This is an optimization exercise on Yosys and OpenROAD, whose aim is small area, a short achievable clock period and few clock cycles, not a production implementation.
Only simulation tests tie the RTL to the original design; equivalence was not proved.
Power is estimated from default activity; no workload was simulated.

==> flow/design.v (excerpt) <==
module conv_engine(
    input         clk,
    input         reset,
    input         en_ctrl,
    output [15:0] s_addr,
    output [15:0] w_addr,
    output [15:0] b_addr,
    input  [7:0]  signal,
    input  [7:0]  weight,
    input  [7:0]  bias,
    output [15:0] save_addr,
    output [7:0]  convout,
    output        en_write,
    output        finish
);
==> flow/config.mk <==
export PLATFORM = sky130hd
export DESIGN_NAME = conv_engine
export DESIGN_NICKNAME = conv_engine
export VERILOG_FILES = /design/flow/design.v
export SDC_FILE = /design/flow/constraint.sdc
export NUM_CORES = 4
export LEC_CHECK = 0
export CAP_MARGIN = 20
export CORE_MARGIN = 2
export CORE_UTILIZATION = 40
export SLEW_MARGIN = 20
==> flow/constraint.sdc <==
create_clock -name core_clock -period 10.0 [get_ports {clk}]
set_input_delay 2.0000 -clock core_clock [delete_from_list [all_inputs] [get_ports {clk}]]
set_output_delay 2.0000 -clock core_clock [all_outputs]
set_load 0.01 [all_outputs]
standard.sh (not shown) runs the stock make flow with config.mk's settings and CLKGATE_MAP_FILE= SYNTH_SCRIPT=/design/flow/synth_recipe.tcl, a recipe that flattens the netlist after the stock synthesis.
==> flow/flow/run.sh <==
#!/bin/bash
set -uo pipefail
MARGIN=$(cat flow/margin 2>/dev/null || echo 7)
bash standard.sh "SETUP_SLACK_MARGIN=$MARGIN" \
    "BUFFER_PORTS_ARGS=-buffer_cell sky130_fd_sc_hd__buf_1" finish > run_make.log 2>&1
status=$?
tail -5 run_make.log
exit $status
==> flow/flow/margin <==
6.5
Testbench counts at the start, summed over its fixed seeds: cycles 4,137,219.
Change:
==> flow/flow/run.sh (replaced) <==
#!/bin/bash
set -uo pipefail
MARGIN=$(cat flow/margin 2>/dev/null || echo 7)
EXTRA=()
if [[ -f flow/extra ]]; then
    while IFS= read -r line; do
        [[ -n "$line" ]] && EXTRA+=("$line")
    done < flow/extra
fi
bash standard.sh "SETUP_SLACK_MARGIN=$MARGIN" \
    "BUFFER_PORTS_ARGS=-buffer_cell sky130_fd_sc_hd__buf_1" "${EXTRA[@]}" finish > run_make.log 2>&1
status=$?
tail -5 run_make.log
exit $status
==> flow/flow/extra (new file) <==
SKIP_REPAIR_TIE_FANOUT=1
==> flow/flow/margin (replaced) <==
7
--- a/flow/config.mk
+++ b/flow/config.mk
@@ -10,2 +10,3 @@
 export CORE_UTILIZATION = 40
 export SLEW_MARGIN = 20
+export TNS_END_PERCENT = 30
First-iteration DRC count rises by about a fifth.
Cell area rises by a few percent.
Non-clock buffer count rises by 35.
Power is about the same.
Combinational power rises by a few percent.
Utilization rises by 1.6 points.

* * *

Starting RTL as in the previous note.
==> flow/design.v (excerpt) <==
module conv_engine(
    input         clk,
    input         reset,
    input         en_ctrl,
    output [15:0] s_addr,
    output [15:0] w_addr,
    output [15:0] b_addr,
    input  [7:0]  signal,
    input  [7:0]  weight,
    input  [7:0]  bias,
    output [15:0] save_addr,
    output [7:0]  convout,
    output        en_write,
    output        finish
);
    reg        go;           
    reg        done;         
    reg        stall;        
    reg [11:0] sa, wa;       
    reg [2:0]  j;            
    reg [1:0]  c;            
    reg [2:0]  r;            
    reg        inb;          
    reg        jend, rend;   
    reg [4:0]  o, y;         
    reg [3:0]  xp;
    reg        last_out;     
    reg p0, p15, ya, yb, y01;    
    wire [2:0] jpen = (p0 | p15) ? 3'd2 : 3'd4;
    wire [2:0] rpen = ya ? 3'd1 : yb ? 3'd2 : 3'd3;
    wire cend = (c == 2'd2);
    wire last_pos = p15 & ya & ~y01;
    wire adv = go & ~done & ~stall;
    wire hold = ~inb & jend & cend & rend;
    wire inb_n  = adv ? hold : inb;
    wire jend_n = adv ? (~inb & (~jend ? (j == jpen) : (cend & rend))) : jend;
    wire cend_n = adv ? (~inb & (~jend ? cend : ~cend ? (c == 2'd1) : ~rend ? 1'b0 : 1'b1)) : cend;
    wire rend_n = adv ? (~inb & ((jend & cend & ~rend) ? (r == rpen) : rend)) : rend;
    wire last_out_n = w2 ? (o == 5'd30) : last_out;
  ...
clock: 10.0 ns
lec_check: 0
cap_margin: 20
core_margin: 2
core_utilization: 40
slew_margin: 20
==> flow/flow/run.sh <==
#!/bin/bash
set -uo pipefail
MARGIN=$(cat flow/margin 2>/dev/null || echo 7)
bash standard.sh "SETUP_SLACK_MARGIN=$MARGIN" \
    "BUFFER_PORTS_ARGS=-buffer_cell sky130_fd_sc_hd__buf_1" finish > run_make.log 2>&1
status=$?
tail -5 run_make.log
exit $status
==> flow/flow/margin <==
7
Testbench counts at the start, summed over its fixed seeds: cycles 4,137,219.
==> next run, changes <==
- CTS_BUF_LIST: not set -> sky130_fd_sc_hd__clkbuf_8
- CTS_CLUSTER_SIZE: not set -> 30
=> The new run ran to the end with no violations; first-iteration DRC count fell by 13%; setup slack gets worse by 0.030 ns; routed wire length is about the same.
==> next run, changes <==
==> flow/flow/run.sh (replaced) <==
#!/bin/bash
set -uo pipefail
MARGIN=$(cat flow/margin 2>/dev/null || echo 7)
EXTRA=()
if [[ -f flow/extra ]]; then
    while IFS= read -r line; do
        [[ -n "$line" ]] && EXTRA+=("$line")
    done < flow/extra
fi
bash standard.sh "SETUP_SLACK_MARGIN=$MARGIN" \
    "BUFFER_PORTS_ARGS=-buffer_cell sky130_fd_sc_hd__buf_1" "${EXTRA[@]}" finish > run_make.log 2>&1
status=$?
tail -5 run_make.log
exit $status
==> flow/flow/extra (new file) <==
SKIP_REPAIR_TIE_FANOUT=1
==> flow/flow/margin (replaced) <==
6.8
- CTS_BUF_LIST: sky130_fd_sc_hd__clkbuf_8 -> not set
- CTS_CLUSTER_SIZE: 30 -> not set
- GPL_TIMING_DRIVEN: not set -> 1
Clock skew came out lower by 0.0070 ns. Clock-buffer cell count came out lower by 3. Fmax came out lower by a few percent. Final area drops by a few percent. Global-route usage barely changes. Flip-flop and latch count is unchanged. Sequential share of layout area rises by 0.61 points. Routed wire length fell slightly. Die area stays the same. Cell count went down by a few percent.

* * *

Setup of run A:
conv_engine again, from the RTL that the note above started with.
Settings: LEC_CHECK=0, CAP_MARGIN=20, CORE_MARGIN=2, CORE_UTILIZATION=40, SLEW_MARGIN=20; clock period 10.0 ns.
==> flow/flow/run.sh <==
#!/bin/bash
set -uo pipefail
MARGIN=$(cat flow/margin 2>/dev/null || echo 7)
PORTBUF=$(cat flow/portbuf 2>/dev/null || echo sky130_fd_sc_hd__buf_1)
EXTRA=()
if [[ -f flow/extra ]]; then
    while IFS= read -r line; do
        [[ -n "$line" ]] && EXTRA+=("$line")
    done < flow/extra
fi
bash standard.sh "SETUP_SLACK_MARGIN=$MARGIN" \
    "BUFFER_PORTS_ARGS=-buffer_cell $PORTBUF" "${EXTRA[@]}" finish > run_make.log 2>&1
status=$?
tail -5 run_make.log
exit $status
==> flow/flow/extra <==
SKIP_REPAIR_TIE_FANOUT=1
==> flow/flow/margin <==
6.8
==> flow/flow/portbuf <==
sky130_fd_sc_hd__buf_2
Testbench counts of run A, summed over its fixed seeds: cycles 4,137,219.
What run B does differently from run A at the input level:
Settings: CORE_UTILIZATION: 40 -> 60.
--- a/flow/flow/run.sh
+++ b/flow/flow/run.sh
@@ -4 +3,0 @@
-PORTBUF=$(cat flow/portbuf 2>/dev/null || echo sky130_fd_sc_hd__buf_1)
@@ -12 +11 @@
-    "BUFFER_PORTS_ARGS=-buffer_cell $PORTBUF" "${EXTRA[@]}" finish > run_make.log 2>&1
+    "BUFFER_PORTS_ARGS=-buffer_cell sky130_fd_sc_hd__buf_1" "${EXTRA[@]}" finish > run_make.log 2>&1
removed: flow/flow/portbuf
## What came out
The final layouts of run A and run B pass the timing, design-rule and antenna checks.
Comparing run A and run B, overall power of the completed layout is higher on run A.
Compared with run A, in run B signed area change from the synthesized netlist to the final layout moved down, cell depth of the worst setup path increased by 8 relative to the old numbers, register cell area after layout essentially unchanged.
From run A to run B the numbers moved as follows: maximum frequency level, pre-CTS setup slack level, switching power moved up, final area moved down, cell count moved down.
Cmp run B vs run A: site row count lower in run B
## Diff of input files: run C against run B
Settings: swapping 60 for 40 in CORE_UTILIZATION.
==> flow/flow/run.sh <==
#!/bin/bash
set -uo pipefail
MARGIN=$(cat flow/margin 2>/dev/null || echo 7)
bash standard.sh "SETUP_SLACK_MARGIN=$MARGIN" \
    "BUFFER_PORTS_ARGS=-buffer_cell sky130_fd_sc_hd__buf_1" finish > run_make.log 2>&1
status=$?
tail -5 run_make.log
exit $status
removed: flow/flow/extra
==> results.txt <==
- Of run B and run C, the higher filler cell count belongs to run C.
- For run C, the critical path launch point was p15$_SDFFE_PP0P_, unlike run B, where it was sr[4]$_DFF_P_.
- For the final cell count, run C came in 178 higher than run B did.
- The final reports for run C and run B show net switching power lower in the former.
- On run C: worst hold slack is 0.0055 ns higher than what run B gave.
- Run comparison: run B timing endpoint of the critical path Sb[9]$_DFF_P_; run C timing endpoint of the critical path wa[11]$_SDFF_PP0_
Here is what was changed in the inputs of run D compared with run C.
--- a/flow/flow/run.sh
+++ b/flow/flow/run.sh
@@ -3,0 +4,6 @@
+EXTRA=()
+if [[ -f flow/extra ]]; then
+    while IFS= read -r line; do
+        [[ -n "$line" ]] && EXTRA+=("$line")
+    done < flow/extra
+fi
@@ -5 +11 @@
-    "BUFFER_PORTS_ARGS=-buffer_cell sky130_fd_sc_hd__buf_1" finish > run_make.log 2>&1
+    "BUFFER_PORTS_ARGS=-buffer_cell sky130_fd_sc_hd__buf_1" "${EXTRA[@]}" finish > run_make.log 2>&1
==> flow/flow/extra (new file) <==
SKIP_REPAIR_TIE_FANOUT=1
SKIP_GATE_CLONING=1
==> flow/flow/margin <==
7
==> results.txt <==
Run D: met3 routed wirelength is about 35% higher than what run C reported. Comparing run D against run C, there is no change at all in DRC violations left. ~same worst slack on hold paths in run D and run C. Diff run C -> run D: placer congestion estimate up about 3.6%; cell area rose about 4.6%.
What run E does differently from run D at the input level:
==> flow/flow/extra <==
SKIP_REPAIR_TIE_FANOUT=1
==> flow/flow/margin <==
6.9
### Flow results
- Taking run D as the reference, in run E power rose about 0.43%; power share of the combinational group shrank by 1.2 points; worst setup slack went down by 0.046 ns; all-layer global routing usage decreased 0.28 points.
- The core of run E is less densely filled than that of run D.
- Comparing run D and run E, layout cell share with drive strength beyond 1 is lower on run E.
Relative to run E, the following input files were edited for run F:
==> flow/flow/margin <==
6.8
## What came out
Run E has higher met2 routed wirelength than run F.
Against run E, run F comes in 0.99% lower on register area.
| worst hold-check slack | run F vs run E | worse |
The core of run F is less densely filled than that of run E.
Area: run F vs run E -> run F smaller
On total wire length: run F sits below run E.
Share of total power consumed by net switching across run E and run F: no real change.
From run E to run F the numbers moved as follows: number of clock buffers in the layout went up, combinational cell fraction of total power went up, highest clock frequency the design can meet went down.

* * *

Starting RTL as in the previous note.
==> flow/config.mk <==
export PLATFORM = sky130hd
export DESIGN_NAME = conv_engine
export DESIGN_NICKNAME = conv_engine
export VERILOG_FILES = /design/flow/design.v
export SDC_FILE = /design/flow/constraint.sdc
export NUM_CORES = 4
export LEC_CHECK = 0
export CAP_MARGIN = 20
export CORE_MARGIN = 2
export CORE_UTILIZATION = 40
export SLEW_MARGIN = 20
export TNS_END_PERCENT = 30
==> flow/constraint.sdc <==
create_clock -name core_clock -period 10.0 [get_ports {clk}]
set_input_delay 2.0000 -clock core_clock [delete_from_list [all_inputs] [get_ports {clk}]]
set_output_delay 2.0000 -clock core_clock [all_outputs]
set_load 0.01 [all_outputs]
==> flow/flow/run.sh <==
#!/bin/bash
set -uo pipefail
MARGIN=$(cat flow/margin 2>/dev/null || echo 7)
EXTRA=()
if [[ -f flow/extra ]]; then
    while IFS= read -r line; do
        [[ -n "$line" ]] && EXTRA+=("$line")
    done < flow/extra
fi
bash standard.sh "SETUP_SLACK_MARGIN=$MARGIN" \
    "BUFFER_PORTS_ARGS=-buffer_cell sky130_fd_sc_hd__buf_1" "${EXTRA[@]}" finish > run_make.log 2>&1
status=$?
tail -5 run_make.log
exit $status
==> flow/flow/extra <==
SKIP_REPAIR_TIE_FANOUT=1
==> flow/flow/margin <==
6.8
Testbench counts at the start, summed over its fixed seeds: cycles 4,137,219.
==> next run, changes <==
==> flow/flow/run.sh (replaced) <==
#!/bin/bash
set -uo pipefail
MARGIN=$(cat flow/margin 2>/dev/null || echo 7)
bash standard.sh "SETUP_SLACK_MARGIN=$MARGIN" \
    "BUFFER_PORTS_ARGS=-buffer_cell sky130_fd_sc_hd__buf_1" finish > run_make.log 2>&1
status=$?
tail -5 run_make.log
exit $status
==> flow/flow/margin (replaced) <==
7.2
TNS_END_PERCENT = not set   (was 30)
removed: flow/flow/extra
What happened:
- cell count climbs by a little under a tenth
- power went up by a little under a tenth
- synthesized cell count is unchanged
- setup slack gets better by 0.17 ns
- routed wire length grows by roughly a tenth
- sequential cell count is unchanged
- design area climbs by about a fifth
- utilization increases by 7.2 points
- worst hold slack stays flat
==> next run, changes <==
==> flow/flow/run.sh (replaced) <==
#!/bin/bash
set -uo pipefail
MARGIN=$(cat flow/margin 2>/dev/null || echo 7)
EXTRA=()
if [[ -f flow/extra ]]; then
    while IFS= read -r line; do
        [[ -n "$line" ]] && EXTRA+=("$line")
    done < flow/extra
fi
bash standard.sh "SETUP_SLACK_MARGIN=$MARGIN" \
    "BUFFER_PORTS_ARGS=-buffer_cell sky130_fd_sc_hd__buf_1" "${EXTRA[@]}" finish > run_make.log 2>&1
status=$?
tail -5 run_make.log
exit $status
==> flow/flow/extra (new file) <==
SKIP_REPAIR_TIE_FANOUT=1
==> flow/flow/margin (replaced) <==
6.8
GPL_ROUTABILITY_DRIVEN = 1   (was not set)
GPL_TIMING_DRIVEN = 1   (was not set)
Outcome: The changed run passed the timing, design-rule and antenna checks; setup slack degrades by 0.084 ns; total power goes down by about 7%; wire length fell by about 10%; final cell count decreases by about 7%; first-iteration DRC count decreases by 21%; synthesized area does not change; synthesized cell count stays the same; via count drops by 7.7%.
==> next run, changes <==
==> flow/flow/run.sh (replaced) <==
#!/bin/bash
set -uo pipefail
MARGIN=$(cat flow/margin 2>/dev/null || echo 7)
bash standard.sh "SETUP_SLACK_MARGIN=$MARGIN" \
    "BUFFER_PORTS_ARGS=-buffer_cell sky130_fd_sc_hd__buf_1" finish > run_make.log 2>&1
status=$?
tail -5 run_make.log
exit $status
==> flow/flow/margin (replaced) <==
7
CTS_CLUSTER_DIAMETER = 200   (was not set)
CTS_CLUSTER_SIZE = 50   (was not set)
GPL_ROUTABILITY_DRIVEN = not set   (was 1)
GPL_TIMING_DRIVEN = not set   (was 1)
removed: flow/flow/extra
After rerunning: Design area grows by 5.3%; critical path depth grows by 14; synthesized area is unchanged; setup slack gains 0.11 ns; sequential cell count does not change; first-iteration DRC count shrinks by 1.6%; non-clock buffer count grows by 36; combinational power grows by about 3%; clock-buffer cell count grows by 3; hold slack stays flat; maximum frequency grows by 3.7%.
==> next run, changes <==
==> flow/flow/run.sh (replaced) <==
#!/bin/bash
set -uo pipefail
MARGIN=$(cat flow/margin 2>/dev/null || echo 7)
EXTRA=()
if [[ -f flow/extra ]]; then
    while IFS= read -r line; do
        [[ -n "$line" ]] && EXTRA+=("$line")
    done < flow/extra
fi
bash standard.sh "SETUP_SLACK_MARGIN=$MARGIN" \
    "BUFFER_PORTS_ARGS=-buffer_cell sky130_fd_sc_hd__buf_1" "${EXTRA[@]}" finish > run_make.log 2>&1
status=$?
tail -5 run_make.log
exit $status
==> flow/flow/extra (new file) <==
SKIP_REPAIR_TIE_FANOUT=1
==> flow/flow/margin (replaced) <==
6.8
CTS_BUF_LIST = sky130_fd_sc_hd__clkbuf_8   (was not set)
CTS_CLUSTER_DIAMETER = not set   (was 200)
CTS_CLUSTER_SIZE = not set   (was 50)
=> Design area drops by 6.2%; combinational power falls by about 3%; cell count drops by 3.0%; maximum frequency went down by 4.3%; worst hold slack hardly moves; via count is lower by 1.2%; power decreases by 7.3%; wire length fell by 2.4%; sequential share of layout area rises by 1.2 points; first-iteration DRC count decreases by 17%.

-- static timing again, ports no longer ideal --
The results above use ideal ports. As a check the final layouts listed here were re-extracted and re-timed, cells and wires unchanged.
Step 1 (the two cells are an assumption about what drives the block):
set clk [get_ports {clk}]
set_driving_cell -lib_cell sky130_fd_sc_hd__clkbuf_16 $clk
set_driving_cell -lib_cell sky130_fd_sc_hd__buf_2 [delete_from_list [all_inputs] $clk]
Step 2 moves the port delays by t, midway between the first and last clock arrival at a register: inputs arrive t later, outputs are due t later. That takes back most of the time a late clock gives input paths.
Three values: ideal, step 1, step 2; two values: the first two.
run | shift t [ns] | setup slack, ns | hold WS [ns] | cell pins on the clock port's net
the first run of note 1 | 0.476 | 6.670 / 6.670 / 6.670 | 0.438 / 0.438 / 0.438 | 1
the second run of note 1 | 0.490 | 6.931 / 6.879 / 6.685 | 0.436 / 0.436 / 0.436 | 1
the first run of note 2 | 0.474 | 7.013 / 6.979 / 6.711 | 0.435 / 0.435 / 0.435 | 1
the second run of note 2 | 0.506 | 6.983 / 6.949 / 6.700 | 0.438 / 0.438 / 0.438 | 1
the third run of note 2 | 0.486 | 6.904 / 6.853 / 6.690 | 0.434 / 0.434 / 0.434 | 1
run A | 0.480 | 6.905 / 6.853 / 6.673 | 0.436 / 0.436 / 0.436 | 1
run B | 0.463 | 6.897 / 6.879 / 6.732 | 0.433 / 0.433 / 0.433 | 1
run C | 0.478 | 6.899 / 6.867 / 6.729 | 0.439 / 0.439 / 0.439 | 1
run D | 0.489 | 6.988 / 6.949 / 6.682 | 0.439 / 0.439 / 0.439 | 1
run E | 0.484 | 6.943 / 6.895 / 6.727 | 0.447 / 0.447 / 0.447 | 1
run F | 0.486 | 6.904 / 6.853 / 6.690 | 0.434 / 0.434 / 0.434 | 1
the first run of note 4 | 0.476 | 6.816 / 6.816 / 6.686 | 0.438 / 0.438 / 0.438 | 1
the second run of note 4 | 0.486 | 6.988 / 6.988 / 6.940 | 0.436 / 0.436 / 0.436 | 1
the third run of note 4 | 0.486 | 6.904 / 6.853 / 6.690 | 0.434 / 0.434 / 0.434 | 1
the fourth run of note 4 | 0.474 | 7.013 / 6.979 / 6.711 | 0.435 / 0.435 / 0.435 | 1
the fifth run of note 4 | 0.506 | 6.880 / 6.837 / 6.700 | 0.437 / 0.437 / 0.437 | 1
After both steps every run listed still meets setup and hold. For run D, which loses most, drivers alone change the setup slack by -0.039 ns; drivers and shift together by -0.306 ns.
